Background: an optimization exercise with open tools, aiming at small area, a short achievable clock period and few clock cycles per item. Do not read the settings as production practice.
No run shown here included a check of the RTL's function; only the layout flow was run.

==> flow/design.v <==
module huff_tables (
    input  logic        dc,
    input  logic        chroma,
    input  logic [3:0]  run,
    input  logic [3:0]  size,
    output logic [4:0]  len,
    output logic [15:0] code
);
always_comb begin
    len = 5'd0;
    code = 16'd0;
    case ({dc, chroma, size})
    6'b0_0_0000: if (&run) begin len = 5'd11; code = 16'b0000011111111001; end
        else begin len = 5'd4; code = 16'b0000000000001010; end
    6'b0_0_0001:
        case (run)
        4'd0: begin len = 5'd2; code = 16'b0000000000000000; end
        4'd1: begin len = 5'd4; code = 16'b0000000000001100; end
        4'd2: begin len = 5'd5; code = 16'b0000000000011100; end
        4'd3: begin len = 5'd6; code = 16'b0000000000111010; end
        4'd4: begin len = 5'd6; code = 16'b0000000000111011; end
        4'd5: begin len = 5'd7; code = 16'b0000000001111010; end
        4'd6: begin len = 5'd7; code = 16'b0000000001111011; end
        4'd7: begin len = 5'd8; code = 16'b0000000011111010; end
        4'd8: begin len = 5'd9; code = 16'b0000000111111000; end
        4'd9: begin len = 5'd9; code = 16'b0000000111111001; end
        4'd10: begin len = 5'd9; code = 16'b0000000111111010; end
        4'd11: begin len = 5'd10; code = 16'b0000001111111001; end
        4'd12: begin len = 5'd10; code = 16'b0000001111111010; end
        4'd13: begin len = 5'd11; code = 16'b0000011111111000; end
        4'd14: begin len = 5'd16; code = 16'b1111111111101011; end
        4'd15: begin len = 5'd16; code = 16'b1111111111110101; end
        endcase
    6'b0_0_0010:
        case (run)
        4'd0: begin len = 5'd2; code = 16'b0000000000000001; end
        4'd1: begin len = 5'd5; code = 16'b0000000000011011; end
        4'd2: begin len = 5'd8; code = 16'b0000000011111001; end
        4'd3: begin len = 5'd9; code = 16'b0000000111110111; end
        4'd4: begin len = 5'd10; code = 16'b0000001111111000; end
        4'd5: begin len = 5'd11; code = 16'b0000011111110111; end
        4'd6: begin len = 5'd12; code = 16'b0000111111110110; end
        4'd7: begin len = 5'd12; code = 16'b0000111111110111; end
        4'd8: begin len = 5'd15; code = 16'b0111111111000000; end
        4'd9: begin len = 5'd16; code = 16'b1111111110111110; end
        4'd10: begin len = 5'd16; code = 16'b1111111111000111; end
        4'd11: begin len = 5'd16; code = 16'b1111111111010000; end
        4'd12: begin len = 5'd16; code = 16'b1111111111011001; end
        4'd13: begin len = 5'd16; code = 16'b1111111111100010; end
        4'd14: begin len = 5'd16; code = 16'b1111111111101100; end
        4'd15: begin len = 5'd16; code = 16'b1111111111110110; end
        endcase
    6'b0_0_0011:
        case (run)
        4'd0: begin len = 5'd3; code = 16'b0000000000000100; end
        4'd1: begin len = 5'd7; code = 16'b0000000001111001; end
        4'd2: begin len = 5'd10; code = 16'b0000001111110111; end
        4'd3: begin len = 5'd12; code = 16'b0000111111110101; end
        4'd4: begin len = 5'd16; code = 16'b1111111110010110; end
        4'd5: begin len = 5'd16; code = 16'b1111111110011110; end
        4'd6: begin len = 5'd16; code = 16'b1111111110100110; end
        4'd7: begin len = 5'd16; code = 16'b1111111110101110; end
        4'd8: begin len = 5'd16; code = 16'b1111111110110110; end
        4'd9: begin len = 5'd16; code = 16'b1111111110111111; end
        4'd10: begin len = 5'd16; code = 16'b1111111111001000; end
        4'd11: begin len = 5'd16; code = 16'b1111111111010001; end
        4'd12: begin len = 5'd16; code = 16'b1111111111011010; end
        4'd13: begin len = 5'd16; code = 16'b1111111111100011; end
        4'd14: begin len = 5'd16; code = 16'b1111111111101101; end
        4'd15: begin len = 5'd16; code = 16'b1111111111110111; end
        endcase
    6'b0_0_0100:
        case (run)
        4'd0: begin len = 5'd4; code = 16'b0000000000001011; end
        4'd1: begin len = 5'd9; code = 16'b0000000111110110; end
        4'd2: begin len = 5'd12; code = 16'b0000111111110100; end
        4'd3: begin len = 5'd16; code = 16'b1111111110001111; end
        4'd4: begin len = 5'd16; code = 16'b1111111110010111; end
        4'd5: begin len = 5'd16; code = 16'b1111111110011111; end
        4'd6: begin len = 5'd16; code = 16'b1111111110100111; end
        4'd7: begin len = 5'd16; code = 16'b1111111110101111; end
        4'd8: begin len = 5'd16; code = 16'b1111111110110111; end
        4'd9: begin len = 5'd16; code = 16'b1111111111000000; end
        4'd10: begin len = 5'd16; code = 16'b1111111111001001; end
        4'd11: begin len = 5'd16; code = 16'b1111111111010010; end
        4'd12: begin len = 5'd16; code = 16'b1111111111011011; end
        4'd13: begin len = 5'd16; code = 16'b1111111111100100; end
        4'd14: begin len = 5'd16; code = 16'b1111111111101110; end
        4'd15: begin len = 5'd16; code = 16'b1111111111111000; end
        endcase
    6'b0_0_0101:
        case (run)
        4'd0: begin len = 5'd5; code = 16'b0000000000011010; end
        4'd1: begin len = 5'd11; code = 16'b0000011111110110; end
        4'd2: begin len = 5'd16; code = 16'b1111111110001001; end
        4'd3: begin len = 5'd16; code = 16'b1111111110010000; end
        4'd4: begin len = 5'd16; code = 16'b1111111110011000; end
        4'd5: begin len = 5'd16; code = 16'b1111111110100000; end
        4'd6: begin len = 5'd16; code = 16'b1111111110101000; end
        4'd7: begin len = 5'd16; code = 16'b1111111110110000; end
        4'd8: begin len = 5'd16; code = 16'b1111111110111000; end
        4'd9: begin len = 5'd16; code = 16'b1111111111000001; end
        4'd10: begin len = 5'd16; code = 16'b1111111111001010; end
        4'd11: begin len = 5'd16; code = 16'b1111111111010011; end
        4'd12: begin len = 5'd16; code = 16'b1111111111011100; end
        4'd13: begin len = 5'd16; code = 16'b1111111111100101; end
        4'd14: begin len = 5'd16; code = 16'b1111111111101111; end
        4'd15: begin len = 5'd16; code = 16'b1111111111111001; end
        endcase
    6'b0_0_0110:
        case (run)
        4'd0: begin len = 5'd7; code = 16'b0000000001111000; end
        4'd1: begin len = 5'd16; code = 16'b1111111110000100; end
        4'd2: begin len = 5'd16; code = 16'b1111111110001010; end
        4'd3: begin len = 5'd16; code = 16'b1111111110010001; end
        4'd4: begin len = 5'd16; code = 16'b1111111110011001; end
        4'd5: begin len = 5'd16; code = 16'b1111111110100001; end
        4'd6: begin len = 5'd16; code = 16'b1111111110101001; end
        4'd7: begin len = 5'd16; code = 16'b1111111110110001; end
        4'd8: begin len = 5'd16; code = 16'b1111111110111001; end
        4'd9: begin len = 5'd16; code = 16'b1111111111000010; end
        4'd10: begin len = 5'd16; code = 16'b1111111111001011; end
        4'd11: begin len = 5'd16; code = 16'b1111111111010100; end
        4'd12: begin len = 5'd16; code = 16'b1111111111011101; end
        4'd13: begin len = 5'd16; code = 16'b1111111111100110; end
        4'd14: begin len = 5'd16; code = 16'b1111111111110000; end
        4'd15: begin len = 5'd16; code = 16'b1111111111111010; end
        endcase
    6'b0_0_0111:
        case (run)
        4'd0: begin len = 5'd8; code = 16'b0000000011111000; end
        4'd1: begin len = 5'd16; code = 16'b1111111110000101; end
        4'd2: begin len = 5'd16; code = 16'b1111111110001011; end
        4'd3: begin len = 5'd16; code = 16'b1111111110010010; end
        4'd4: begin len = 5'd16; code = 16'b1111111110011010; end
        4'd5: begin len = 5'd16; code = 16'b1111111110100010; end
        4'd6: begin len = 5'd16; code = 16'b1111111110101010; end
        4'd7: begin len = 5'd16; code = 16'b1111111110110010; end
        4'd8: begin len = 5'd16; code = 16'b1111111110111010; end
        4'd9: begin len = 5'd16; code = 16'b1111111111000011; end
        4'd10: begin len = 5'd16; code = 16'b1111111111001100; end
        4'd11: begin len = 5'd16; code = 16'b1111111111010101; end
        4'd12: begin len = 5'd16; code = 16'b1111111111011110; end
        4'd13: begin len = 5'd16; code = 16'b1111111111100111; end
        4'd14: begin len = 5'd16; code = 16'b1111111111110001; end
        4'd15: begin len = 5'd16; code = 16'b1111111111111011; end
        endcase
    6'b0_0_1000:
        case (run)
        4'd0: begin len = 5'd10; code = 16'b0000001111110110; end
        4'd1: begin len = 5'd16; code = 16'b1111111110000110; end
        4'd2: begin len = 5'd16; code = 16'b1111111110001100; end
        4'd3: begin len = 5'd16; code = 16'b1111111110010011; end
        4'd4: begin len = 5'd16; code = 16'b1111111110011011; end
        4'd5: begin len = 5'd16; code = 16'b1111111110100011; end
        4'd6: begin len = 5'd16; code = 16'b1111111110101011; end
        4'd7: begin len = 5'd16; code = 16'b1111111110110011; end
        4'd8: begin len = 5'd16; code = 16'b1111111110111011; end
        4'd9: begin len = 5'd16; code = 16'b1111111111000100; end
        4'd10: begin len = 5'd16; code = 16'b1111111111001101; end
        4'd11: begin len = 5'd16; code = 16'b1111111111010110; end
        4'd12: begin len = 5'd16; code = 16'b1111111111011111; end
        4'd13: begin len = 5'd16; code = 16'b1111111111101000; end
        4'd14: begin len = 5'd16; code = 16'b1111111111110010; end
        4'd15: begin len = 5'd16; code = 16'b1111111111111100; end
        endcase
    6'b0_0_1001:
        case (run)
        4'd0: begin len = 5'd16; code = 16'b1111111110000010; end
        4'd1: begin len = 5'd16; code = 16'b1111111110000111; end
        4'd2: begin len = 5'd16; code = 16'b1111111110001101; end
        4'd3: begin len = 5'd16; code = 16'b1111111110010100; end
        4'd4: begin len = 5'd16; code = 16'b1111111110011100; end
        4'd5: begin len = 5'd16; code = 16'b1111111110100100; end
        4'd6: begin len = 5'd16; code = 16'b1111111110101100; end
        4'd7: begin len = 5'd16; code = 16'b1111111110110100; end
        4'd8: begin len = 5'd16; code = 16'b1111111110111100; end
        4'd9: begin len = 5'd16; code = 16'b1111111111000101; end
        4'd10: begin len = 5'd16; code = 16'b1111111111001110; end
        4'd11: begin len = 5'd16; code = 16'b1111111111010111; end
        4'd12: begin len = 5'd16; code = 16'b1111111111100000; end
        4'd13: begin len = 5'd16; code = 16'b1111111111101001; end
        4'd14: begin len = 5'd16; code = 16'b1111111111110011; end
        4'd15: begin len = 5'd16; code = 16'b1111111111111101; end
        endcase
    6'b0_0_1010:
        case (run)
        4'd0: begin len = 5'd16; code = 16'b1111111110000011; end
        4'd1: begin len = 5'd16; code = 16'b1111111110001000; end
        4'd2: begin len = 5'd16; code = 16'b1111111110001110; end
        4'd3: begin len = 5'd16; code = 16'b1111111110010101; end
        4'd4: begin len = 5'd16; code = 16'b1111111110011101; end
        4'd5: begin len = 5'd16; code = 16'b1111111110100101; end
        4'd6: begin len = 5'd16; code = 16'b1111111110101101; end
        4'd7: begin len = 5'd16; code = 16'b1111111110110101; end
        4'd8: begin len = 5'd16; code = 16'b1111111110111101; end
        4'd9: begin len = 5'd16; code = 16'b1111111111000110; end
        4'd10: begin len = 5'd16; code = 16'b1111111111001111; end
        4'd11: begin len = 5'd16; code = 16'b1111111111011000; end
        4'd12: begin len = 5'd16; code = 16'b1111111111100001; end
        4'd13: begin len = 5'd16; code = 16'b1111111111101010; end
        4'd14: begin len = 5'd16; code = 16'b1111111111110100; end
        4'd15: begin len = 5'd16; code = 16'b1111111111111110; end
        endcase
    6'b0_1_0000: if (&run) begin len = 5'd10; code = 16'b0000001111111010; end
        else begin len = 5'd2; code = 16'b0000000000000000; end
    6'b0_1_0001:
        case (run)
        4'd0: begin len = 5'd2; code = 16'b0000000000000001; end
        4'd1: begin len = 5'd4; code = 16'b0000000000001011; end
        4'd2: begin len = 5'd5; code = 16'b0000000000011010; end
        4'd3: begin len = 5'd5; code = 16'b0000000000011011; end
        4'd4: begin len = 5'd6; code = 16'b0000000000111010; end
        4'd5: begin len = 5'd6; code = 16'b0000000000111011; end
        4'd6: begin len = 5'd7; code = 16'b0000000001111001; end
        4'd7: begin len = 5'd7; code = 16'b0000000001111010; end
        4'd8: begin len = 5'd8; code = 16'b0000000011111001; end
        4'd9: begin len = 5'd9; code = 16'b0000000111110111; end
        4'd10: begin len = 5'd9; code = 16'b0000000111111000; end
        4'd11: begin len = 5'd9; code = 16'b0000000111111001; end
        4'd12: begin len = 5'd9; code = 16'b0000000111111010; end
        4'd13: begin len = 5'd11; code = 16'b0000011111111001; end
        4'd14: begin len = 5'd14; code = 16'b0011111111100000; end
        4'd15: begin len = 5'd15; code = 16'b0111111111000011; end
        endcase
    6'b0_1_0010:
        case (run)
        4'd0: begin len = 5'd3; code = 16'b0000000000000100; end
        4'd1: begin len = 5'd6; code = 16'b0000000000111001; end
        4'd2: begin len = 5'd8; code = 16'b0000000011110111; end
        4'd3: begin len = 5'd8; code = 16'b0000000011111000; end
        4'd4: begin len = 5'd9; code = 16'b0000000111110110; end
        4'd5: begin len = 5'd10; code = 16'b0000001111111001; end
        4'd6: begin len = 5'd11; code = 16'b0000011111110111; end
        4'd7: begin len = 5'd11; code = 16'b0000011111111000; end
        4'd8: begin len = 5'd16; code = 16'b1111111110110111; end
        4'd9: begin len = 5'd16; code = 16'b1111111111000000; end
        4'd10: begin len = 5'd16; code = 16'b1111111111001001; end
        4'd11: begin len = 5'd16; code = 16'b1111111111010010; end
        4'd12: begin len = 5'd16; code = 16'b1111111111011011; end
        4'd13: begin len = 5'd16; code = 16'b1111111111100100; end
        4'd14: begin len = 5'd16; code = 16'b1111111111101101; end
        4'd15: begin len = 5'd16; code = 16'b1111111111110110; end
        endcase
    6'b0_1_0011:
        case (run)
        4'd0: begin len = 5'd4; code = 16'b0000000000001010; end
        4'd1: begin len = 5'd8; code = 16'b0000000011110110; end
        4'd2: begin len = 5'd10; code = 16'b0000001111110111; end
        4'd3: begin len = 5'd10; code = 16'b0000001111111000; end
        4'd4: begin len = 5'd16; code = 16'b1111111110010111; end
        4'd5: begin len = 5'd16; code = 16'b1111111110011111; end
        4'd6: begin len = 5'd16; code = 16'b1111111110100111; end
        4'd7: begin len = 5'd16; code = 16'b1111111110101111; end
        4'd8: begin len = 5'd16; code = 16'b1111111110111000; end
        4'd9: begin len = 5'd16; code = 16'b1111111111000001; end
        4'd10: begin len = 5'd16; code = 16'b1111111111001010; end
        4'd11: begin len = 5'd16; code = 16'b1111111111010011; end
        4'd12: begin len = 5'd16; code = 16'b1111111111011100; end
        4'd13: begin len = 5'd16; code = 16'b1111111111100101; end
        4'd14: begin len = 5'd16; code = 16'b1111111111101110; end
        4'd15: begin len = 5'd16; code = 16'b1111111111110111; end
        endcase
    6'b0_1_0100:
        case (run)
        4'd0: begin len = 5'd5; code = 16'b0000000000011000; end
        4'd1: begin len = 5'd9; code = 16'b0000000111110101; end
        4'd2: begin len = 5'd12; code = 16'b0000111111110110; end
        4'd3: begin len = 5'd12; code = 16'b0000111111110111; end
        4'd4: begin len = 5'd16; code = 16'b1111111110011000; end
        4'd5: begin len = 5'd16; code = 16'b1111111110100000; end
        4'd6: begin len = 5'd16; code = 16'b1111111110101000; end
        4'd7: begin len = 5'd16; code = 16'b1111111110110000; end
        4'd8: begin len = 5'd16; code = 16'b1111111110111001; end
        4'd9: begin len = 5'd16; code = 16'b1111111111000010; end
        4'd10: begin len = 5'd16; code = 16'b1111111111001011; end
        4'd11: begin len = 5'd16; code = 16'b1111111111010100; end
        4'd12: begin len = 5'd16; code = 16'b1111111111011101; end
        4'd13: begin len = 5'd16; code = 16'b1111111111100110; end
        4'd14: begin len = 5'd16; code = 16'b1111111111101111; end
        4'd15: begin len = 5'd16; code = 16'b1111111111111000; end
        endcase
    6'b0_1_0101:
        case (run)
        4'd0: begin len = 5'd5; code = 16'b0000000000011001; end
        4'd1: begin len = 5'd11; code = 16'b0000011111110110; end
        4'd2: begin len = 5'd15; code = 16'b0111111111000010; end
        4'd3: begin len = 5'd16; code = 16'b1111111110010001; end
        4'd4: begin len = 5'd16; code = 16'b1111111110011001; end
        4'd5: begin len = 5'd16; code = 16'b1111111110100001; end
        4'd6: begin len = 5'd16; code = 16'b1111111110101001; end
        4'd7: begin len = 5'd16; code = 16'b1111111110110001; end
        4'd8: begin len = 5'd16; code = 16'b1111111110111010; end
        4'd9: begin len = 5'd16; code = 16'b1111111111000011; end
        4'd10: begin len = 5'd16; code = 16'b1111111111001100; end
        4'd11: begin len = 5'd16; code = 16'b1111111111010101; end
        4'd12: begin len = 5'd16; code = 16'b1111111111011110; end
        4'd13: begin len = 5'd16; code = 16'b1111111111100111; end
        4'd14: begin len = 5'd16; code = 16'b1111111111110000; end
        4'd15: begin len = 5'd16; code = 16'b1111111111111001; end
        endcase
    6'b0_1_0110:
        case (run)
        4'd0: begin len = 5'd6; code = 16'b0000000000111000; end
        4'd1: begin len = 5'd12; code = 16'b0000111111110101; end
        4'd2: begin len = 5'd16; code = 16'b1111111110001100; end
        4'd3: begin len = 5'd16; code = 16'b1111111110010010; end
        4'd4: begin len = 5'd16; code = 16'b1111111110011010; end
        4'd5: begin len = 5'd16; code = 16'b1111111110100010; end
        4'd6: begin len = 5'd16; code = 16'b1111111110101010; end
        4'd7: begin len = 5'd16; code = 16'b1111111110110010; end
        4'd8: begin len = 5'd16; code = 16'b1111111110111011; end
        4'd9: begin len = 5'd16; code = 16'b1111111111000100; end
        4'd10: begin len = 5'd16; code = 16'b1111111111001101; end
        4'd11: begin len = 5'd16; code = 16'b1111111111010110; end
        4'd12: begin len = 5'd16; code = 16'b1111111111011111; end
        4'd13: begin len = 5'd16; code = 16'b1111111111101000; end
        4'd14: begin len = 5'd16; code = 16'b1111111111110001; end
        4'd15: begin len = 5'd16; code = 16'b1111111111111010; end
        endcase
    6'b0_1_0111:
        case (run)
        4'd0: begin len = 5'd7; code = 16'b0000000001111000; end
        4'd1: begin len = 5'd16; code = 16'b1111111110001000; end
        4'd2: begin len = 5'd16; code = 16'b1111111110001101; end
        4'd3: begin len = 5'd16; code = 16'b1111111110010011; end
        4'd4: begin len = 5'd16; code = 16'b1111111110011011; end
        4'd5: begin len = 5'd16; code = 16'b1111111110100011; end
        4'd6: begin len = 5'd16; code = 16'b1111111110101011; end
        4'd7: begin len = 5'd16; code = 16'b1111111110110011; end
        4'd8: begin len = 5'd16; code = 16'b1111111110111100; end
        4'd9: begin len = 5'd16; code = 16'b1111111111000101; end
        4'd10: begin len = 5'd16; code = 16'b1111111111001110; end
        4'd11: begin len = 5'd16; code = 16'b1111111111010111; end
        4'd12: begin len = 5'd16; code = 16'b1111111111100000; end
        4'd13: begin len = 5'd16; code = 16'b1111111111101001; end
        4'd14: begin len = 5'd16; code = 16'b1111111111110010; end
        4'd15: begin len = 5'd16; code = 16'b1111111111111011; end
        endcase
    6'b0_1_1000:
        case (run)
        4'd0: begin len = 5'd9; code = 16'b0000000111110100; end
        4'd1: begin len = 5'd16; code = 16'b1111111110001001; end
        4'd2: begin len = 5'd16; code = 16'b1111111110001110; end
        4'd3: begin len = 5'd16; code = 16'b1111111110010100; end
        4'd4: begin len = 5'd16; code = 16'b1111111110011100; end
        4'd5: begin len = 5'd16; code = 16'b1111111110100100; end
        4'd6: begin len = 5'd16; code = 16'b1111111110101100; end
        4'd7: begin len = 5'd16; code = 16'b1111111110110100; end
        4'd8: begin len = 5'd16; code = 16'b1111111110111101; end
        4'd9: begin len = 5'd16; code = 16'b1111111111000110; end
        4'd10: begin len = 5'd16; code = 16'b1111111111001111; end
        4'd11: begin len = 5'd16; code = 16'b1111111111011000; end
        4'd12: begin len = 5'd16; code = 16'b1111111111100001; end
        4'd13: begin len = 5'd16; code = 16'b1111111111101010; end
        4'd14: begin len = 5'd16; code = 16'b1111111111110011; end
        4'd15: begin len = 5'd16; code = 16'b1111111111111100; end
        endcase
    6'b0_1_1001:
        case (run)
        4'd0: begin len = 5'd10; code = 16'b0000001111110110; end
        4'd1: begin len = 5'd16; code = 16'b1111111110001010; end
        4'd2: begin len = 5'd16; code = 16'b1111111110001111; end
        4'd3: begin len = 5'd16; code = 16'b1111111110010101; end
        4'd4: begin len = 5'd16; code = 16'b1111111110011101; end
        4'd5: begin len = 5'd16; code = 16'b1111111110100101; end
        4'd6: begin len = 5'd16; code = 16'b1111111110101101; end
        4'd7: begin len = 5'd16; code = 16'b1111111110110101; end
        4'd8: begin len = 5'd16; code = 16'b1111111110111110; end
        4'd9: begin len = 5'd16; code = 16'b1111111111000111; end
        4'd10: begin len = 5'd16; code = 16'b1111111111010000; end
        4'd11: begin len = 5'd16; code = 16'b1111111111011001; end
        4'd12: begin len = 5'd16; code = 16'b1111111111100010; end
        4'd13: begin len = 5'd16; code = 16'b1111111111101011; end
        4'd14: begin len = 5'd16; code = 16'b1111111111110100; end
        4'd15: begin len = 5'd16; code = 16'b1111111111111101; end
        endcase
    6'b0_1_1010:
        case (run)
        4'd0: begin len = 5'd12; code = 16'b0000111111110100; end
        4'd1: begin len = 5'd16; code = 16'b1111111110001011; end
        4'd2: begin len = 5'd16; code = 16'b1111111110010000; end
        4'd3: begin len = 5'd16; code = 16'b1111111110010110; end
        4'd4: begin len = 5'd16; code = 16'b1111111110011110; end
        4'd5: begin len = 5'd16; code = 16'b1111111110100110; end
        4'd6: begin len = 5'd16; code = 16'b1111111110101110; end
        4'd7: begin len = 5'd16; code = 16'b1111111110110110; end
        4'd8: begin len = 5'd16; code = 16'b1111111110111111; end
        4'd9: begin len = 5'd16; code = 16'b1111111111001000; end
        4'd10: begin len = 5'd16; code = 16'b1111111111010001; end
        4'd11: begin len = 5'd16; code = 16'b1111111111011010; end
        4'd12: begin len = 5'd16; code = 16'b1111111111100011; end
        4'd13: begin len = 5'd16; code = 16'b1111111111101100; end
        4'd14: begin len = 5'd16; code = 16'b1111111111110101; end
        4'd15: begin len = 5'd16; code = 16'b1111111111111110; end
        endcase
    6'b1_0_0000: begin len = 5'd2; code = 16'b0000000000000000; end
    6'b1_0_0001: begin len = 5'd3; code = 16'b0000000000000010; end
    6'b1_0_0010: begin len = 5'd3; code = 16'b0000000000000011; end
    6'b1_0_0011: begin len = 5'd3; code = 16'b0000000000000100; end
    6'b1_0_0100: begin len = 5'd3; code = 16'b0000000000000101; end
    6'b1_0_0101: begin len = 5'd3; code = 16'b0000000000000110; end
    6'b1_0_0110: begin len = 5'd4; code = 16'b0000000000001110; end
    6'b1_0_0111: begin len = 5'd5; code = 16'b0000000000011110; end
    6'b1_0_1000: begin len = 5'd6; code = 16'b0000000000111110; end
    6'b1_0_1001: begin len = 5'd7; code = 16'b0000000001111110; end
    6'b1_0_1010: begin len = 5'd8; code = 16'b0000000011111110; end
    6'b1_0_1011: begin len = 5'd9; code = 16'b0000000111111110; end
    6'b1_1_0000: begin len = 5'd2; code = 16'b0000000000000000; end
    6'b1_1_0001: begin len = 5'd2; code = 16'b0000000000000001; end
    6'b1_1_0010: begin len = 5'd2; code = 16'b0000000000000010; end
    6'b1_1_0011: begin len = 5'd3; code = 16'b0000000000000110; end
    6'b1_1_0100: begin len = 5'd4; code = 16'b0000000000001110; end
    6'b1_1_0101: begin len = 5'd5; code = 16'b0000000000011110; end
    6'b1_1_0110: begin len = 5'd6; code = 16'b0000000000111110; end
    6'b1_1_0111: begin len = 5'd7; code = 16'b0000000001111110; end
    6'b1_1_1000: begin len = 5'd8; code = 16'b0000000011111110; end
    6'b1_1_1001: begin len = 5'd9; code = 16'b0000000111111110; end
    6'b1_1_1010: begin len = 5'd10; code = 16'b0000001111111110; end
    6'b1_1_1011: begin len = 5'd11; code = 16'b0000011111111110; end
    default: ;
    endcase
end
endmodule
module entropy #(
    parameter int DEPTH = 4                 
) (
    input  logic signed [10:0]  q0,
    input  logic signed [10:0]  q1,
    input  logic                q_valid,
    output logic                q_hold,
    input  logic [4:0]          q_cnt,
    input  logic [1:0]          q_chroma,
    input  logic                q_last_mcu,
    output logic [25:0]         out_chunk,      
    output logic [4:0]          out_len,        
    output logic                out_last,       
    output logic                out_valid,
    input  logic                out_take,       
    input  logic                clk,
    input  logic                resetn
);
localparam int AW = $clog2(DEPTH);
typedef struct packed {
    logic               last;
    logic               dc;
    logic [1:0]         chroma;
    logic [1:0]         zrl;
    logic [3:0]         run;
    logic [10:0]        val;
} entry_t;
logic [5:0]     run_r;            
logic           take;
logic           is_dc, is_end, nz0, nz1;
logic           e0, e1;
logic [5:0]     run1;
entry_t         ent0, ent1;
always_comb begin
    take   = q_valid & ~q_hold;
    is_dc  = q_cnt == 5'd0;
    is_end = &q_cnt;
    nz0    = |q0;
    nz1    = |q1;
    e0     = is_dc | nz0;
    e1     = is_end | nz1;
    run1   = e0 ? 6'd0 : run_r + 6'd1;
    ent0.last   = 1'b0;
    ent0.dc     = is_dc;
    ent0.chroma = q_chroma;
    ent0.zrl    = is_dc ? 2'd0 : run_r[5:4];
    ent0.run    = is_dc ? 4'd0 : run_r[3:0];
    ent0.val    = q0;
    ent1.last   = is_end & q_last_mcu;
    ent1.dc     = 1'b0;
    ent1.chroma = q_chroma;
    ent1.zrl    = nz1 ? run1[5:4] : 2'd0;       
    ent1.run    = nz1 ? run1[3:0] : 4'd0;
    ent1.val    = q1;
end
always_ff @(posedge clk)
    if (take)
        run_r <= nz1 ? 6'd0 : run1 + 6'd1;
entry_t         mem [DEPTH];
logic [AW-1:0]  wp, rp;
logic [AW:0]    cnt, cnt_next;
logic           pop;
logic [1:0]     npush;
entry_t         first;
entry_t         head;
always_comb begin
    npush    = take ? {1'b0, e0} + {1'b0, e1} : 2'd0;
    first    = e0 ? ent0 : ent1;
    head     = mem[rp];
    cnt_next = cnt + {{(AW-1){1'b0}}, npush} - {{AW{1'b0}}, pop};
end
always_ff @(posedge clk) begin
    for (int i = 0; i < DEPTH; i++) begin
        if (take & (e0 | e1) & wp == AW'(i))
            mem[i] <= first;
        else if (take & e0 & e1 & wp + AW'(1) == AW'(i))
            mem[i] <= ent1;
    end
end
always_ff @(posedge clk)
    if (!resetn) begin
        wp     <= '0;
        rp     <= '0;
        cnt    <= '0;
        q_hold <= 1'b0;
    end else begin
        wp     <= wp + AW'(npush);
        rp     <= rp + AW'(pop);
        cnt    <= cnt_next;
        q_hold <= cnt_next > (AW+1)'(DEPTH - 2);
    end
function automatic [3:0] bit_length(input logic [10:0] m);
    bit_length = 0;
    for (int k = 0; k < 11; k++)
        if (m[k])
            bit_length = 4'(k + 1);
endfunction
logic signed [10:0] pred [3];
logic [1:0]         zc;           
logic               s_valid, s_ready;
logic               s_dc, s_chroma, s_last;
logic [3:0]         s_run, s_size;
logic [10:0]        s_amp;
logic               h_valid, h_zrl;
logic signed [11:0] v;
logic signed [10:0] p;
logic [10:0]        mag, smear;
logic [3:0]         size;
logic               c_ready;
always_comb begin
    h_valid = cnt != '0;
    h_zrl   = head.zrl != zc;
    p       = head.dc ? pred[head.chroma] : 11'sd0;
    v       = {head.val[10], head.val} - {p[10], p};
    mag     = v[11] ? 11'(-v) : v[10:0];
    size    = bit_length(mag);
    smear   = mag;
    for (int k = 9; k >= 0; k--)
        smear[k] = smear[k] | smear[k+1];
    s_ready = ~s_valid | c_ready;
    pop     = h_valid & s_ready & ~h_zrl;
end
always_ff @(posedge clk)
    if (!resetn) begin
        s_valid <= 1'b0;
        zc      <= 2'd0;
        for (int c = 0; c < 3; c++)
            pred[c] <= '0;
    end else if (s_ready) begin
        s_valid <= h_valid;
        if (h_valid) begin
            if (h_zrl)
                zc <= zc + 2'd1;
            else begin
                zc <= 2'd0;
                if (head.last)
                    for (int c = 0; c < 3; c++)
                        pred[c] <= '0;
                else if (head.dc)
                    pred[head.chroma] <= head.val;
            end
        end
    end
always_ff @(posedge clk)
    if (s_ready & h_valid) begin
        s_dc     <= head.dc;
        s_chroma <= |head.chroma;
        s_last   <= head.last & ~h_zrl;
        s_run    <= h_zrl ? 4'hf : head.run;
        s_size   <= h_zrl ? 4'h0 : size;
        s_amp    <= h_zrl ? 11'h0 : (v[11] ? mag ^ smear : mag);
    end
logic [4:0]     code_len;
logic [15:0]    code;
huff_tables ht (
    .dc     (s_dc),
    .chroma (s_chroma),
    .run    (s_run),
    .size   (s_size),
    .len    (code_len),
    .code   (code)
);
always_comb c_ready = ~out_valid | out_take;
always_ff @(posedge clk)
    if (!resetn)
        out_valid <= 1'b0;
    else if (c_ready)
        out_valid <= s_valid;
always_ff @(posedge clk)
    if (c_ready & s_valid) begin
        out_chunk <= (26'(code) << s_size) | 26'(s_amp);
        out_len   <= code_len + 5'(s_size);
        out_last  <= s_last;
    end
endmodule
module byte_pack #(
    parameter int W = 33                    
) (
    input  logic [25:0]         chunk,          
    input  logic [4:0]          chunk_len,
    input  logic                chunk_last,
    input  logic                chunk_valid,
    output logic                chunk_take,
    output logic [31:0]         out_data,
    output logic                out_tlast,
    output logic                out_valid,
    input  logic                out_hold,
    input  logic                clk,
    input  logic                resetn
);
localparam int NW = $clog2(W + 1);
logic [W-1:0]   acc;             
logic [NW-1:0]  n;               
logic           flush;           
logic           stuffp;          
logic [23:0]    asm_r;           
logic [1:0]     k;               
logic [NW-4:0]  full;
logic           part;
logic [1:0]     avail;           
logic [15:0]    pad, tb;
logic [7:0]     b0, b1;
logic           ff0, ff1;
always_comb begin
    full  = n[NW-1:3];
    part  = flush & (n[2:0] != 3'd0);
    avail = (full >= 2) ? 2'd2 : 2'(full) + 2'(part);
    if (avail > 2'd2) avail = 2'd2;
    pad   = (flush && n < NW'(16)) ? (16'hffff >> n[3:0]) : 16'h0;
    tb    = acc[W-1 -: 16] | pad;
    b0    = tb[15:8];
    b1    = tb[7:0];
    ff0   = &b0;
    ff1   = &b1;
end
logic [1:0]     e;               
logic [1:0]     d;               
logic [7:0]     x0, x1;
logic           stuffp_n;
always_comb begin
    x0 = 8'h00; x1 = 8'h00; e = 2'd0; d = 2'd0; stuffp_n = 1'b0;
    if (stuffp) begin
        x0 = 8'h00;
        if (avail != 2'd0) begin
            x1 = b0; e = 2'd2; d = 2'd1; stuffp_n = ff0;
        end else begin
            e = 2'd1;
        end
    end else if (avail != 2'd0) begin
        x0 = b0;
        if (ff0) begin
            x1 = 8'h00; e = 2'd2; d = 2'd1;
        end else if (avail == 2'd2) begin
            x1 = b1; e = 2'd2; d = 2'd2; stuffp_n = ff1;
        end else begin
            e = 2'd1; d = 2'd1;
        end
    end
end
logic [NW-1:0]  n_d;
logic [2:0]     t;
logic           done, push, go;
logic [31:0]    word;
logic [3:0]     left_after;
always_comb begin
    n_d   = (n > NW'(8 * d)) ? n - NW'(8 * d) : '0;
    t     = {1'b0, k} + {1'b0, e};
    done  = flush & (n_d == '0) & ~stuffp_n;
    push  = (t >= 3'd4) | (done & (t != 3'd0));
    go    = ~(push & out_valid);
    case (k)
        2'd0: word = {x0, x1, 16'hffff};
        2'd1: word = {asm_r[23:16], x0, x1, 8'hff};
        2'd2: word = {asm_r[23:8], x0, x1};
        default: word = {asm_r, x0};
    endcase
    if (t < 3'd4) begin
        if (t <= 3'd1) word[23:16] = 8'hff;
        if (t <= 3'd2) word[15:8]  = 8'hff;
        if (t <= 3'd3) word[7:0]   = 8'hff;
    end
end
logic [W+15:0]  ext, ext_d;
logic           fit;
logic [NW:0]    nl;
always_comb begin
    nl    = (NW+1)'(n) + (NW+1)'(chunk_len);
    case (d)
        2'd0: fit = nl <= (NW+1)'(W);
        2'd1: fit = nl <= (NW+1)'(W + 8);
        default: fit = nl <= (NW+1)'(W + 16);
    endcase
    chunk_take = chunk_valid & ~flush & go & fit;
    ext   = {acc, 16'h0};
    if (chunk_take)
        ext = ext | ((W+16)'(chunk) << (W + 16 - nl));
    case (go ? d : 2'd0)
        2'd0: ext_d = ext;
        2'd1: ext_d = ext << 8;
        default: ext_d = ext << 16;
    endcase
end
always_ff @(posedge clk)
    if (!resetn) begin
        acc       <= '0;
        n         <= '0;
        flush     <= 1'b0;
        stuffp    <= 1'b0;
        k         <= 2'd0;
        out_valid <= 1'b0;
    end else begin
        if (out_valid & ~out_hold)
            out_valid <= 1'b0;
        if (go) begin
            acc    <= ext_d[W+15 -: W];
            n      <= n_d + (chunk_take ? NW'(chunk_len) : '0);
            stuffp <= stuffp_n;
            if (chunk_take & chunk_last)
                flush <= 1'b1;
            else if (done & (t <= 3'd4))
                flush <= 1'b0;
            if (push) begin
                out_valid <= 1'b1;
                k         <= (t == 3'd5) ? 2'd1 : 2'd0;
            end else
                k         <= t[1:0];
        end
    end
always_ff @(posedge clk)
    if (go) begin
        if (push) begin
            out_data  <= word;
            out_tlast <= done & (t <= 3'd4);
            asm_r[23:16] <= x1;           
        end else
            case (k)
                2'd0: asm_r[23:8] <= {x0, x1};
                2'd1: asm_r[15:0] <= {x0, x1};
                2'd2: asm_r[7:0] <= x0;
                default: ;
            endcase
    end
endmodule
module jenc_backend (
    input  logic               clk,
    input  logic               resetn,
    input  logic signed [10:0] q0,
    input  logic signed [10:0] q1,
    input  logic               q_valid,
    output logic               q_hold,
    input  logic [4:0]         q_cnt,
    input  logic [1:0]         q_chroma,
    input  logic               q_last_mcu,
    output logic [31:0]        out_data,
    output logic               out_tlast,
    output logic               out_valid,
    input  logic               out_hold
);
logic [25:0]    chunk;
logic [4:0]     chunk_len;
logic           chunk_last;
logic           chunk_valid;
logic           chunk_take;
entropy entropy (
    .q0             (q0),
    .q1             (q1),
    .q_valid        (q_valid),
    .q_hold         (q_hold),
    .q_cnt          (q_cnt),
    .q_chroma       (q_chroma),
    .q_last_mcu     (q_last_mcu),
    .out_chunk      (chunk),
    .out_len        (chunk_len),
    .out_last       (chunk_last),
    .out_valid      (chunk_valid),
    .out_take       (chunk_take),
    .clk            (clk),
    .resetn         (resetn)
);
byte_pack byte_pack (
    .chunk          (chunk),
    .chunk_len      (chunk_len),
    .chunk_last     (chunk_last),
    .chunk_valid    (chunk_valid),
    .chunk_take     (chunk_take),
    .out_data       (out_data),
    .out_tlast      (out_tlast),
    .out_valid      (out_valid),
    .out_hold       (out_hold),
    .clk            (clk),
    .resetn         (resetn)
);
endmodule
==> flow/run.sh <==
#!/bin/bash
# synth_recipe.tcl (not shown) runs the flow's synth.tcl, then flattens the netlist and writes it again
# the make line also repeats each setting of config.mk as NAME=value (left out here)
make -C /OpenROAD-flow-scripts/flow DESIGN_CONFIG=/design/flow/config.mk WORK_HOME=/design/flow/orfs CLKGATE_MAP_FILE= SYNTH_SCRIPT=/design/flow/synth_recipe.tcl finish
==> flow/config.mk <==
export PLATFORM = sky130hd
export DESIGN_NAME = jenc_backend
export DESIGN_NICKNAME = jenc_backend
export VERILOG_FILES = /design/flow/design.v
export SDC_FILE = /design/flow/constraint.sdc
export NUM_CORES = 4
export LEC_CHECK = 0
export CAP_MARGIN = 20
export CORE_MARGIN = 2
export CORE_UTILIZATION = 40
export PLACE_DENSITY = 0.6
export SLEW_MARGIN = 20
==> flow/constraint.sdc <==
create_clock -name core_clock -period 9.5 [get_ports {clk}]
set_input_delay 1.9000 -clock core_clock [delete_from_list [all_inputs] [get_ports {clk}]]
set_output_delay 1.9000 -clock core_clock [all_outputs]
set_load 0.01 [all_outputs]
==> impl_metrics.json, run 1 <==
{
  "synth_area_leader_cell": "edfxtp_1",
  "fp.dieArea_um2": 24200,
  "fin_cells": 1368,
  "synth_warnings": 20,
  "vias": 8454,
  "fin_crit_sh": 0.575,
  "finClkSkew_ns": 0.0168,
  "routed_wl_mm": 27.4,
  "synth_area_leaders": "edfxtp_1 25%, dfxtp_1 13%, nand2_1 4.5%",
  "synthArstFlopShare": 0,
  "gp_congestion": 0.943,
  "setup_slack_ns": 4.03,
  "grt_max_degree": 44,
  "worstMarginPinSlew_ns": 1.01,
  "endpoint_kind": "register",
  "busiest_layer": "met2",
  "final_common_cell": "nand2_1",
  "layout.nets": 1134,
  "dieWidth_um": 156,
  "drt_first_iter_violations": 1084,
  "place_hpwl_mm": 19.7,
  "root_buffer": "clkbuf_16",
  "cts_hold_buffers": 0,
  "status": "complete, no violations",
  "htree_num_levels": 4,
  "route.detailed.drc": 0,
  "finalMaxSlewViolations": 0,
  "finalSetupViolCount": 0,
  "grt_first_pass_wirelength_mm": 43.8,
  "io_pins": 69,
  "post-cts-setup-buffers": 0,
  "use_met3": 0.0372,
  "fp.dieH_um": 156,
  "synth.distinct_cells": 85,
  "worst_ep_arrival_time_ns": 5.82,
  "min_period_ns": 5.47,
  "synth_top_area_share": 0.255,
  "rsz0062_at_grt": "no",
  "drv_cap": 0,
  "cts_tree": "yes",
  "final_cell_mix": "110 x nand2_1, 96 x nor2_1, 78 x edfxtp_1",
  "place_ws_ns": 4.07,
  "port_buffers": 64,
  "synth-edff-count": 78,
  "synth_cells": 1040,
  "dpl_cell_area_um2": 10100,
  "overflow": 0,
  "setup_tns_ns": 0,
  "start_util": 0.406,
  "fin_area_um2": 10700,
  "fin_util": 0.472,
  "coreArea_um2": 22600,
  "max_freq_ghz": 0.183,
  "insertion_delay_ns": 0.44,
  "ys_dominant_reg_cell": "edfxtp_1",
  "worstSetupPathType": "register to register",
  "n_antenna_cell": 0,
  "clkTransAtPathRegs_ns": 0.07,
  "cp_max_fo": 37,
  "use_met2": 0.352,
  "nFillCells": 2165,
  "cts_resized": 0,
  "use_met1": 0.321,
  "num_rows": 55,
  "grt_usage": 0.229,
  "first_global_vias": 7774,
  "hold_viol_final": 0,
  "viasPerCell": 6.18,
  "hp-class": "register to register",
  "whs_ns": 0.463,
  "post_drt_wl_per_cell_um": 20.0,
  "critPathLaunchType": "register",
  "drt.antenna.violating_nets": 0,
  "required_ns": 9.85,
  "drt_pass1_iterations": 5,
  "cts.sinks": 137,
  "cts_buffers": 17,
  "synth_area_um2": 9200,
  "syn_area_per_cell_um2": 8.85,
  "maxSlewHeadroom": 0.322,
  "area_growth_pct": 16.2,
  "layout-drive-gt1-share": 0.0905,
  "synth_seq_cells": 137,
  "place_inst": 1336,
  "yosysSeqAreaShare": 0.383,
  "cts_buffer_depth": 2,
  "antenna_found_initial": 0
}
## layout make-up
type | instances | area (µm²) | share of cell area
multi-input combinational | 789 | 5230 | 0.490
clock inverter | 15 | 199 | 0.0186
sequential | 137 | 3520 | 0.330
timing repair buffer | 86 | 806 | 0.0754
tap | 285 | 357 | 0.0334
inverter | 39 | 146 | 0.0137
clock buffer | 17 | 425 | 0.0398
## logic make-up (layout without fill, tap and decap cells)
logic type / Yosys count / after routing / share of synthesized area
muxes: 36 / 36 / 0.0496
buffers and inverters: 114 / 157 / 0.0487
xor gates and xnor gates: 14 / 14 / 0.0171
DFF: 137 / 137 / 0.383
other: 1 / 1 / 0.000407
AOI/OAI and AO/OA: 351 / 351 / 0.273
adders and majority gates: 30 / 30 / 0.0449
and+or+nand+nor: 357 / 357 / 0.184
## registers in the layout (all words and copies together), names as in the netlist, 2 cells and up, named ones only
name / flops
entropy.mem: 4
entropy.zc: 2
entropy.rp: 2
entropy.out_len: 5
byte_pack.acc: 33
byte_pack.asm_r: 24
byte_pack.out_data: 32
entropy.wp: 2
entropy.out_chunk: 11
entropy.cnt: 3
byte_pack.n: 6
byte_pack.k: 2
## path summary, 6_finish.rpt
kind                            slack (ns)                           start                              to  cells after the start
worst max-delay path                  4.03  byte_pack.acc[29]$_SDFFE_PN0P_     byte_pack.n[5]$_SDFFE_PN0N_                     20
worst min register to register        0.46  byte_pack.acc[10]$_SDFFE_PN0N_  byte_pack.acc[10]$_SDFFE_PN0N_                      2
worst min-delay path                  0.46  byte_pack.acc[10]$_SDFFE_PN0N_  byte_pack.acc[10]$_SDFFE_PN0N_                      2
worst max register to register        4.03  byte_pack.acc[29]$_SDFFE_PN0P_     byte_pack.n[5]$_SDFFE_PN0N_                     20
## worst max-delay path, stage by stage (launching register included)
cell	delay (ns)
dfxtp_1	0.65
nand4_1	0.20
o21bai_1	0.22
nand2_1	0.07
nand2_1	0.12
nor2_1	0.06
ha_1	0.21
fa_1	0.80
nand2_1	0.17
buf_4	0.39
nand3_2	0.30
a311o_4	0.46
nor2_1	0.16
ha_1	0.26
a21o_1	0.17
a21o_1	0.19
a21o_1	0.19
a21oi_1	0.26
xnor2_1	0.16
a21oi_1	0.08
a311oi_1	0.24
## cells in the mapped netlist (all sizes together) (6+ instances only)
library cell / number
nand3: 21
a221o: 9
o32ai: 12
nor2: 98
nor4: 11
nand4: 6
o211ai: 13
mux2i: 22
a21o: 11
a32o: 12
or2: 7
clkbuf: 61
dfxtp: 59
a31oi: 7
a211oi: 22
buf: 14
mux2: 7
inv: 39
xnor2: 7
a311oi: 7
a221oi: 11
nand2: 111
a22o: 11
nor2b: 9
mux4: 7
o221ai: 9
o22ai: 11
and2: 33
nor3: 29
o21ai: 78
a32oi: 19
a21oi: 73
a211o: 6
nand2b: 11
and3: 6
edfxtp: 78
or3: 6
ha: 25
## layer usage
layer  vias to the layer above  wire length (µm)
li1                       4003                 -
met3                        72              2100
met2                       384             12400
met1                      3995             12000
met5                         -                 0
met4                         0               899
==> run 2, diff against run 1 <==
--- a/flow/design.v
+++ b/flow/design.v
@@ -440,7 +440,7 @@
     input  logic                clk,
     input  logic                resetn
 );
-localparam int AW = $clog2(DEPTH);
+localparam int AW = 2;                   
 typedef struct packed {
     logic               last;
     logic               dc;
@@ -482,7 +482,8 @@
         run_r <= nz1 ? 6'd0 : run1 + 6'd1;
 entry_t         mem [DEPTH];
 logic [AW-1:0]  wp, rp;
-logic [AW:0]    cnt, cnt_next;
+logic [AW:0]    cnt, cnt_next, cnt_push, cnt_pop;
+logic           hold_next;
 logic           pop;
 logic [1:0]     npush;
 entry_t         first;
@@ -491,7 +492,10 @@
     npush    = take ? {1'b0, e0} + {1'b0, e1} : 2'd0;
     first    = e0 ? ent0 : ent1;
     head     = mem[rp];
-    cnt_next = cnt + {{(AW-1){1'b0}}, npush} - {{AW{1'b0}}, pop};
+    cnt_push = cnt + {{(AW-1){1'b0}}, npush};
+    cnt_pop  = cnt_push - (AW+1)'(1);
+    cnt_next = pop ? cnt_pop : cnt_push;
+    hold_next = pop ? (cnt_pop > (AW+1)'(DEPTH - 2)) : (cnt_push > (AW+1)'(DEPTH - 2));
 end
 always_ff @(posedge clk) begin
     for (int i = 0; i < DEPTH; i++) begin
@@ -511,7 +515,7 @@
         wp     <= wp + AW'(npush);
         rp     <= rp + AW'(pop);
         cnt    <= cnt_next;
-        q_hold <= cnt_next > (AW+1)'(DEPTH - 2);
+        q_hold <= hold_next;
     end
 function automatic [3:0] bit_length(input logic [10:0] m);
     bit_length = 0;
@@ -526,7 +530,7 @@
 logic [3:0]         s_run, s_size;
 logic [10:0]        s_amp;
 logic               h_valid, h_zrl;
-logic signed [11:0] v;
+logic signed [11:0] v, vn;
 logic signed [10:0] p;
 logic [10:0]        mag, smear;
 logic [3:0]         size;
@@ -536,7 +540,8 @@
     h_zrl   = head.zrl != zc;
     p       = head.dc ? pred[head.chroma] : 11'sd0;
     v       = {head.val[10], head.val} - {p[10], p};
-    mag     = v[11] ? 11'(-v) : v[10:0];
+    vn      = {p[10], p} - {head.val[10], head.val};
+    mag     = v[11] ? vn[10:0] : v[10:0];
     size    = bit_length(mag);
     smear   = mag;
     for (int k = 9; k >= 0; k--)
@@ -612,7 +617,7 @@
     input  logic                clk,
     input  logic                resetn
 );
-localparam int NW = $clog2(W + 1);
+localparam int NW = 6;                   
 logic [W-1:0]   acc;             
 logic [NW-1:0]  n;               
 logic           flush;           
@@ -665,9 +670,12 @@
 logic [2:0]     t;
 logic           done, push, go;
 logic [31:0]    word;
-logic [3:0]     left_after;
 always_comb begin
-    n_d   = (n > NW'(8 * d)) ? n - NW'(8 * d) : '0;
+    case (d)
+        2'd0: n_d = n;
+        2'd1: n_d = (n > NW'(8))  ? n - NW'(8)  : '0;
+        default: n_d = (n > NW'(16)) ? n - NW'(16) : '0;
+    endcase
     t     = {1'b0, k} + {1'b0, e};
     done  = flush & (n_d == '0) & ~stuffp_n;
     push  = (t >= 3'd4) | (done & (t != 3'd0));
@@ -684,25 +692,41 @@
         if (t <= 3'd3) word[7:0]   = 8'hff;
     end
 end
-logic [W+15:0]  ext, ext_d;
+logic [W+15:0]  ext, ext_d, ins;
 logic           fit;
 logic [NW:0]    nl;
+logic [NW-1:0]  n_new;
+logic           fit0, fit1, fit2;
+logic [NW-1:0]  nl0, nl1, nl2;
 always_comb begin
     nl    = (NW+1)'(n) + (NW+1)'(chunk_len);
+    fit0  = nl <= (NW+1)'(W);
+    fit1  = nl <= (NW+1)'(W + 8);
+    fit2  = nl <= (NW+1)'(W + 16);
+    nl0   = NW'(nl);
+    nl1   = NW'(nl - (NW+1)'(8));
+    nl2   = NW'(nl - (NW+1)'(16));
     case (d)
-        2'd0: fit = nl <= (NW+1)'(W);
-        2'd1: fit = nl <= (NW+1)'(W + 8);
-        default: fit = nl <= (NW+1)'(W + 16);
+        2'd0: fit = fit0;
+        2'd1: fit = fit1;
+        default: fit = fit2;
     endcase
     chunk_take = chunk_valid & ~flush & go & fit;
-    ext   = {acc, 16'h0};
-    if (chunk_take)
-        ext = ext | ((W+16)'(chunk) << (W + 16 - nl));
+    ins   = (W+16)'(chunk) << (W + 16 - nl);
+    ext   = {acc, 16'h0} | (chunk_take ? ins : '0);
     case (go ? d : 2'd0)
         2'd0: ext_d = ext;
         2'd1: ext_d = ext << 8;
         default: ext_d = ext << 16;
     endcase
+    if (chunk_take)
+        case (d)
+            2'd0: n_new = nl0;
+            2'd1: n_new = nl1;
+            default: n_new = nl2;
+        endcase
+    else
+        n_new = n_d;
 end
 always_ff @(posedge clk)
     if (!resetn) begin
@@ -717,7 +741,7 @@
             out_valid <= 1'b0;
         if (go) begin
             acc    <= ext_d[W+15 -: W];
-            n      <= n_d + (chunk_take ? NW'(chunk_len) : '0);
+            n      <= n_new;
             stuffp <= stuffp_n;
             if (chunk_take & chunk_last)
                 flush <= 1'b1;
==> impl_metrics.json, run 2 <==
{
  "status": "complete, no violations",
  "hold_viol_final": 0,
  "worstSetupPathType": "register to register",
  "drt_first_iter_violations": 867,
  "syn_area_per_cell_um2": 9.02,
  "synth-edff-count": 78,
  "ys_dominant_reg_cell": "edfxtp_1",
  "setup_tns_ns": 0,
  "cts_hold_buffers": 0,
  "nFillCells": 2177,
  "path_buf_inv": 1,
  "critPathLaunchType": "register",
  "cpPeakStageDelay_ns": 0.62,
  "drv_cap": 0,
  "synthArstFlopShare": 0,
  "cts_buffer_depth": 2,
  "io_pins": 69,
  "endpoint_kind": "register",
  "layout-drive-gt1-share": 0.114,
  "overflow": 0,
  "regArea_um2": 3520,
  "routed_wl_mm": 26.8,
  "synth_top_area_share": 0.252,
  "cp_cell_sequence": "inv_1 > ha_1 > or3_1 > a21oi_1 > ha_1 > fa_2 > nand2_1 > nand2_1 > a311oi_4 > and3_4 > a31oi_4 > nor2_2 > a211oi_1 > o32ai_1 > o221a_2",
  "cp_max_fo": 35,
  "grt_max_degree": 44,
  "required_ns": 9.82,
  "crit_slowest_cell": "a211oi_1",
  "root_buffer": "clkbuf_16",
  "synth_area_leaders": "edfxtp_1 25%, dfxtp_1 13%, ha_1 4.3%",
  "grt_first_pass_wirelength_mm": 42.3,
  "dieWidth_um": 156,
  "vias": 8272,
  "min_period_ns": 4.95,
  "clkTransAtPathRegs_ns": 0.07,
  "cts_resized": 0,
  "yosys-top-cells-count": "103 x nor2_1, 83 x nand2_1, 78 x a21oi_1, 78 x edfxtp_1, 73 x o21ai_0",
  "grt_usage": 0.221,
  "place_hpwl_mm": 18.6,
  "synth_seq_cells": 137,
  "worst_ep_arrival_time_ns": 5.27,
  "final_cell_mix": "102 x nor2_1, 83 x nand2_1, 78 x a21oi_1, 78 x edfxtp_1, 72 x o21ai_0",
  "start_util": 0.409,
  "post-cts-setup-buffers": 0,
  "path_delay_family": "compound AO/OA/AOI/OAI gates",
  "hp-class": "register to register",
  "post_drt_wl_per_cell_um": 19.9,
  "port_buffers": 64,
  "finClkSkew_ns": 0.0123,
  "antenna_found_initial": 0,
  "multi_input_area_um2": 5330,
  "synth_most_common_cell": "nor2_1",
  "whs_ns": 0.484,
  "finalSetupViolCount": 0,
  "layout.nets": 1121,
  "synth_area_um2": 9290,
  "cts_tree": "yes",
  "final_common_cell": "nor2_1",
  "htree_num_levels": 4,
  "yosysSeqAreaShare": 0.379,
  "fin_cells": 1350,
  "route.detailed.drc": 0,
  "gp_congestion": 0.992,
  "insertion_delay_ns": 0.43,
  "top_register": "byte_pack.acc",
  "rsz0062_at_grt": "no",
  "coreArea_um2": 22700,
  "maxSlewHeadroom": 0.260,
  "largestRegisters": "byte_pack.acc x33, byte_pack.out_data x32, byte_pack.asm_r x24",
  "n_antenna_cell": 0,
  "largest_reg_flops": 33,
  "cts.sinks": 137,
  "drt.antenna.violating_nets": 0,
  "synth_cells": 1030,
  "synth.distinct_cells": 96,
  "first_global_vias": 7419,
  "synth_warnings": 20,
  "max_freq_ghz": 0.202,
  "finalMaxSlewViolations": 0,
  "drt_pass1_iterations": 5,
  "fp.dieH_um": 156,
  "place_inst": 1318,
  "area_growth_pct": 14.5,
  "fin_crit_sh": 0.521,
  "num_rows": 55,
  "fp.dieArea_um2": 24500,
  "viasPerCell": 6.13,
  "worstMarginPinSlew_ns": 1.11,
  "cts_buffers": 17,
  "synth_area_leader_cell": "edfxtp_1"
}
==> run 2: cell count changes in the layout (fill, tap and decap cells not counted), moves of 8 or more <==
cell,change
a221o_1,-8
mux2i_1,-8
nand2_1,-27
buf_4,-9
and2_1,-13
o32ai_1,-8
==> run 2: through the flow <==
| step | area [µm²] | util | worst slack [ns] |
|---|---|---|---|
| after detailed placement | 10100 | 0.443 | 4.10 |
| final | 10600 | 0.468 | 4.55 |
| after floorplan | 9300 | - | 4.93 |
| after global routing | 10600 | 0.468 | 4.18 |
| after CTS | 10600 | 0.468 | 4.29 |
| after global placement | 10100 | 0.443 | 4.10 |
==> run 2: final timing paths <==
check | end | slack, ns | cells after the start | start
min reg2reg | byte_pack.acc[8]$_SDFFE_PN0N_ | 0.48 | 1 | byte_pack.acc[8]$_SDFFE_PN0N_
max reg2reg | byte_pack.acc[3]$_SDFFE_PN0N_ | 4.55 | 15 | byte_pack.n[3]$_SDFFE_PN0P_
max | byte_pack.acc[3]$_SDFFE_PN0N_ | 4.55 | 15 | byte_pack.n[3]$_SDFFE_PN0P_
min | byte_pack.acc[8]$_SDFFE_PN0N_ | 0.48 | 1 | byte_pack.acc[8]$_SDFFE_PN0N_
==> run 2: metal layers <==
metal  up-vias  global-route usage  share of wire
met2       366               0.334           0.46
met5         -                   0              0
met1      3901               0.325           0.46
li1       3960                   -              -
met4         0              0.0594          0.016
met3        45              0.0374          0.072
==> run 2: area by class of cell <==
| cell class | count | share of cell area |
|---|---|---|
| multi-input combinational | 784 | 0.501 |
| sequential | 137 | 0.331 |
| timing repair buffer | 77 | 0.0694 |
| clock buffer | 17 | 0.0400 |
| tap | 285 | 0.0335 |
| clock inverter | 15 | 0.0127 |
| inverter | 35 | 0.0125 |
==> run 2: worst reg2reg max path: cells and delay by family (launching register included) <==
kind / cells / cell delay (ns)
adders and majority gates: 3 / 1.09
AOI/OAI and AO/OA: 6 / 1.80
buffers and inverters: 1 / 0.18
and+or+nand+nor: 5 / 1.19
DFF: 1 / 0.60
==> run 2: cells by family (layout without fill, tap and decap cells) <==
kind of cell,count (synthesis),count (layout),share of synthesized area
buf+inv,110,144,0.0502
other cells,1,2,0.000404
compound gates,345,345,0.267
mux,34,34,0.0490
xor+xnor,16,16,0.0190
fa+ha+maj,35,35,0.0496
simple gates,352,352,0.186
flops,137,137,0.379
==> run 3, diff against run 2 <==
--- a/flow/design.v
+++ b/flow/design.v
@@ -480,7 +480,7 @@
 always_ff @(posedge clk)
     if (take)
         run_r <= nz1 ? 6'd0 : run1 + 6'd1;
-entry_t         mem [DEPTH];
+logic [DEPTH-1:0][20:0] mem;      
 logic [AW-1:0]  wp, rp;
 logic [AW:0]    cnt, cnt_next, cnt_push, cnt_pop;
 logic           hold_next;
==> impl_metrics.json, run 3 <==
{
  "path_buf_inv": 4,
  "multi_input_area_um2": 14800,
  "hold_path_startpoint": "byte_pack.acc[5]$_SDFFE_PN0N_",
  "hold_viol_final": 0,
  "synth_warnings": 3,
  "drt.antenna.violating_nets": 0,
  "endpoint_kind": "register",
  "port_buffers": 68,
  "cp_cell_sequence": "ha_1 > o21ai_0 > or4b_2 > and3_1 > inv_2 > ha_1 > nand3_1 > o311ai_0 > o41a_1 > nand3_4 > inv_2 > mux2i_2 > ha_1 > buf_4 > clkinv_1 > nor2_1 > o31ai_1",
  "ys_dominant_reg_cell": "edfxtp_1",
  "insertion_delay_ns": 0.62,
  "yosys-top-cells-count": "257 x nand2_1, 245 x edfxtp_1, 201 x dfxtp_1",
  "cts_hold_buffers": 0,
  "crit_path_frequent_cell": "ha_1",
  "synth-edff-count": 245,
  "r2r_start": "byte_pack.n[3]$_SDFFE_PN0N_",
  "antenna_found_initial": 4,
  "reg2reg_depth": 17,
  "cts_buffer_depth": 3,
  "hp-class": "register to register",
  "worstSetupPathType": "register to register",
  "fp.dieH_um": 265,
  "finClkSkew_ns": 0.0259,
  "regArea_um2": 11400,
  "fin_crit_sh": 0.779,
  "synthArstFlopShare": 0,
  "post_drt_wl_per_cell_um": 23.8,
  "final_cell_mix": "257 x nand2_1, 245 x edfxtp_1, 201 x dfxtp_1",
  "synth.distinct_cells": 98,
  "drt_pass1_iterations": 8,
  "startpoint": "byte_pack.n[3]$_SDFFE_PN0N_",
  "worstMarginPinSlew_ns": 1.11,
  "first_global_vias": 22500,
  "grt_first_pass_wirelength_mm": 137,
  "viasPerCell": 6.34,
  "crit_slowest_cell": "o311ai_0",
  "coreArea_um2": 67400,
  "wl_met1_mm": 37.2,
  "cpPeakStageDelay_ns": 0.80,
  "hold_end": "byte_pack.acc[5]$_SDFFE_PN0N_",
  "final_common_cell": "nand2_1",
  "synth_most_common_cell": "nand2_1",
  "overflow": 0,
  "rsz0062_at_grt": "no",
  "worst_ep_arrival_time_ns": 7.86,
  "yosysSeqAreaShare": 0.416,
  "status": "complete, no violations",
  "grt_usage": 0.245,
  "wl_met2_mm": 40.8,
  "htree_num_levels": 2,
  "cp_max_fo": 24,
  "setup_tns_ns": 0,
  "maxSlewHeadroom": 0.262,
  "synth_area_um2": 27300,
  "synth_seq_cells": 446,
  "place_hpwl_mm": 62.5,
  "root_buffer": "clkbuf_16",
  "vias": 23600,
  "synth_area_leader_cell": "edfxtp_1",
  "synth_cells": 2844,
  "num_rows": 95,
  "io_pins": 69,
  "highest_layer": "met5",
  "path_delay_family": "simple AND/OR/NAND/NOR gates",
  "layout.nets": 2915,
  "critPathLaunchType": "register",
  "max_freq_ghz": 0.135,
  "finalMaxSlewViolations": 0,
  "dieWidth_um": 265,
  "drt_first_iter_violations": 2621,
  "route.detailed.drc": 0,
  "cts_tree": "yes",
  "routed_wl_mm": 88.5,
  "n_antenna_cell": 0,
  "rrSetupSlack_ns": 2.10,
  "synth_area_leaders": "edfxtp_1 27%, dfxtp_1 15%, mux4_2 4.8%",
  "cts.sinks": 446,
  "cts_buffers": 50,
  "cts_resized": 0,
  "fin_util": 0.452,
  "wl_met3_mm": 7.05,
  "layout-drive-gt1-share": 0.115,
  "fp.dieArea_um2": 70500,
  "synth_top_area_share": 0.269,
  "nFillCells": 6368,
  "min_period_ns": 7.40,
  "area_growth_pct": 11.3,
  "required_ns": 9.96,
  "drv_cap": 0,
  "grt_max_degree": 55,
  "hold_depth": 2,
  "syn_area_per_cell_um2": 9.62,
  "clkTransAtPathRegs_ns": 0.06,
  "start_util": 0.406,
  "post-cts-setup-buffers": 0,
  "finalSetupViolCount": 0,
  "gp_congestion": 0.955
}
run 3: cell types whose count changed after synthesis, moves of 72 or more:
cell | previous run | this run
nand2_1 | 83 | 257
edfxtp_1 | 78 | 245
dfxtp_1 | 59 | 201
clkbuf_1 | 47 | 158
a21oi_1 | 78 | 163
nor2_1 | 103 | 184
mux2i_1 | 14 | 86
run 3: how the worst max path moves through the flow:
stage,endpoint,slack (ns),depth (start not counted)
after CTS,entropy.pred[1][9]$_SDFFCE_PN0P_,2.11,20
after detailed placement,entropy.pred[1][8]$_SDFFCE_PN0P_,2.09,20
after global placement,entropy.pred[1][10]$_SDFFCE_PN0P_,2.24,20
after floorplan,entropy.s_amp[1]$_SDFFCE_PP0N_,4.01,19
after global routing,entropy.pred[1][10]$_SDFFCE_PN0P_,1.64,16
final,register,2.10,17
run 3: cells by family after synthesis:
| group | count (synthesis) | share of synthesized area |
|---|---|---|
| AOI/OAI and AO/OA | 816 | 0.206 |
| and+or+nand+nor | 935 | 0.173 |
| DFF | 446 | 0.416 |
| xor gates and xnor gates | 37 | 0.0124 |
| buffers and inverters | 316 | 0.0458 |
| muxes | 219 | 0.111 |
| adders and majority gates | 75 | 0.0360 |
run 3: metal layers:
metal  track usage  vias to the layer above
met5             0                        -
met1         0.334                    11500
li1              -                    10700
met3        0.0398                      203
met4        0.0950                        4
met2         0.389                     1118
run 3: cell type report:
class	count	area share
Multi-Input combinational cell	2082	0.486
Tap cell	873	0.0359
Clock buffer	71	0.0457
Sequential cell	446	0.374
Timing Repair Buffer	122	0.0358
Inverter	104	0.0128
Clock inverter	22	0.0104
run 3: worst register-to-register path, stage by stage, from the launching register on:
cell      delay [ns]
dfxtp_1         0.67
ha_1            0.52
o21ai_0         0.25
or4b_2          0.64
and3_1          0.42
inv_2           0.29
ha_1            0.21
nand3_1         0.08
o311ai_0        0.80
o41a_1          0.48
nand3_4         0.37
inv_2           0.20
mux2i_2         0.71
ha_1            0.27
buf_4           0.30
clkinv_1        0.40
nor2_1          0.51
o31ai_1         0.15
run 3: stage by stage:
stage	hold WS [ns]	cells	instance area [µm²]	setup slack [ns]
after floorplan	0.400	2844	27400	4.01
after global placement	0.442	3626	28700	2.24
after detailed placement	0.453	3626	28700	2.09
after CTS	0.459	3719	30400	2.11
after global routing	0.487	3720	30400	1.64
final	0.462	3720	30400	2.10

## what the ideal ports hide
The flow's constraints put no driver on any port. The routed layouts listed below were extracted and timed again, unchanged, in two steps. Step 1, drivers: a clkbuf_16 drives clk and a buf_2 each remaining input, both assumed. Step 2 times the ports against the registers' clock, not the clock port: input delays grow and output delays shrink by t, the midpoint of the rising clock arrivals with the driver on. a / b / c = ideal / step 1 / step 2; a / b = the first two.
run	t, ns	setup WS [ns]	worst hold slack (ns)	worst setup path at the end
run 1	0.481	4.034 / 4.034 / 4.034	0.463 / 0.463 / 0.463	register to register
run 2	0.466	4.546 / 4.546 / 4.115	0.484 / 0.484 / 0.484	input to register
run 3	0.669	2.103 / 2.103 / 2.103	0.462 / 0.462 / 0.462	register to register
After both steps every run listed still meets setup and hold. The setup slack of run 2, which loses most, moves by 0.000 ns with the drivers and by -0.431 ns with both steps.
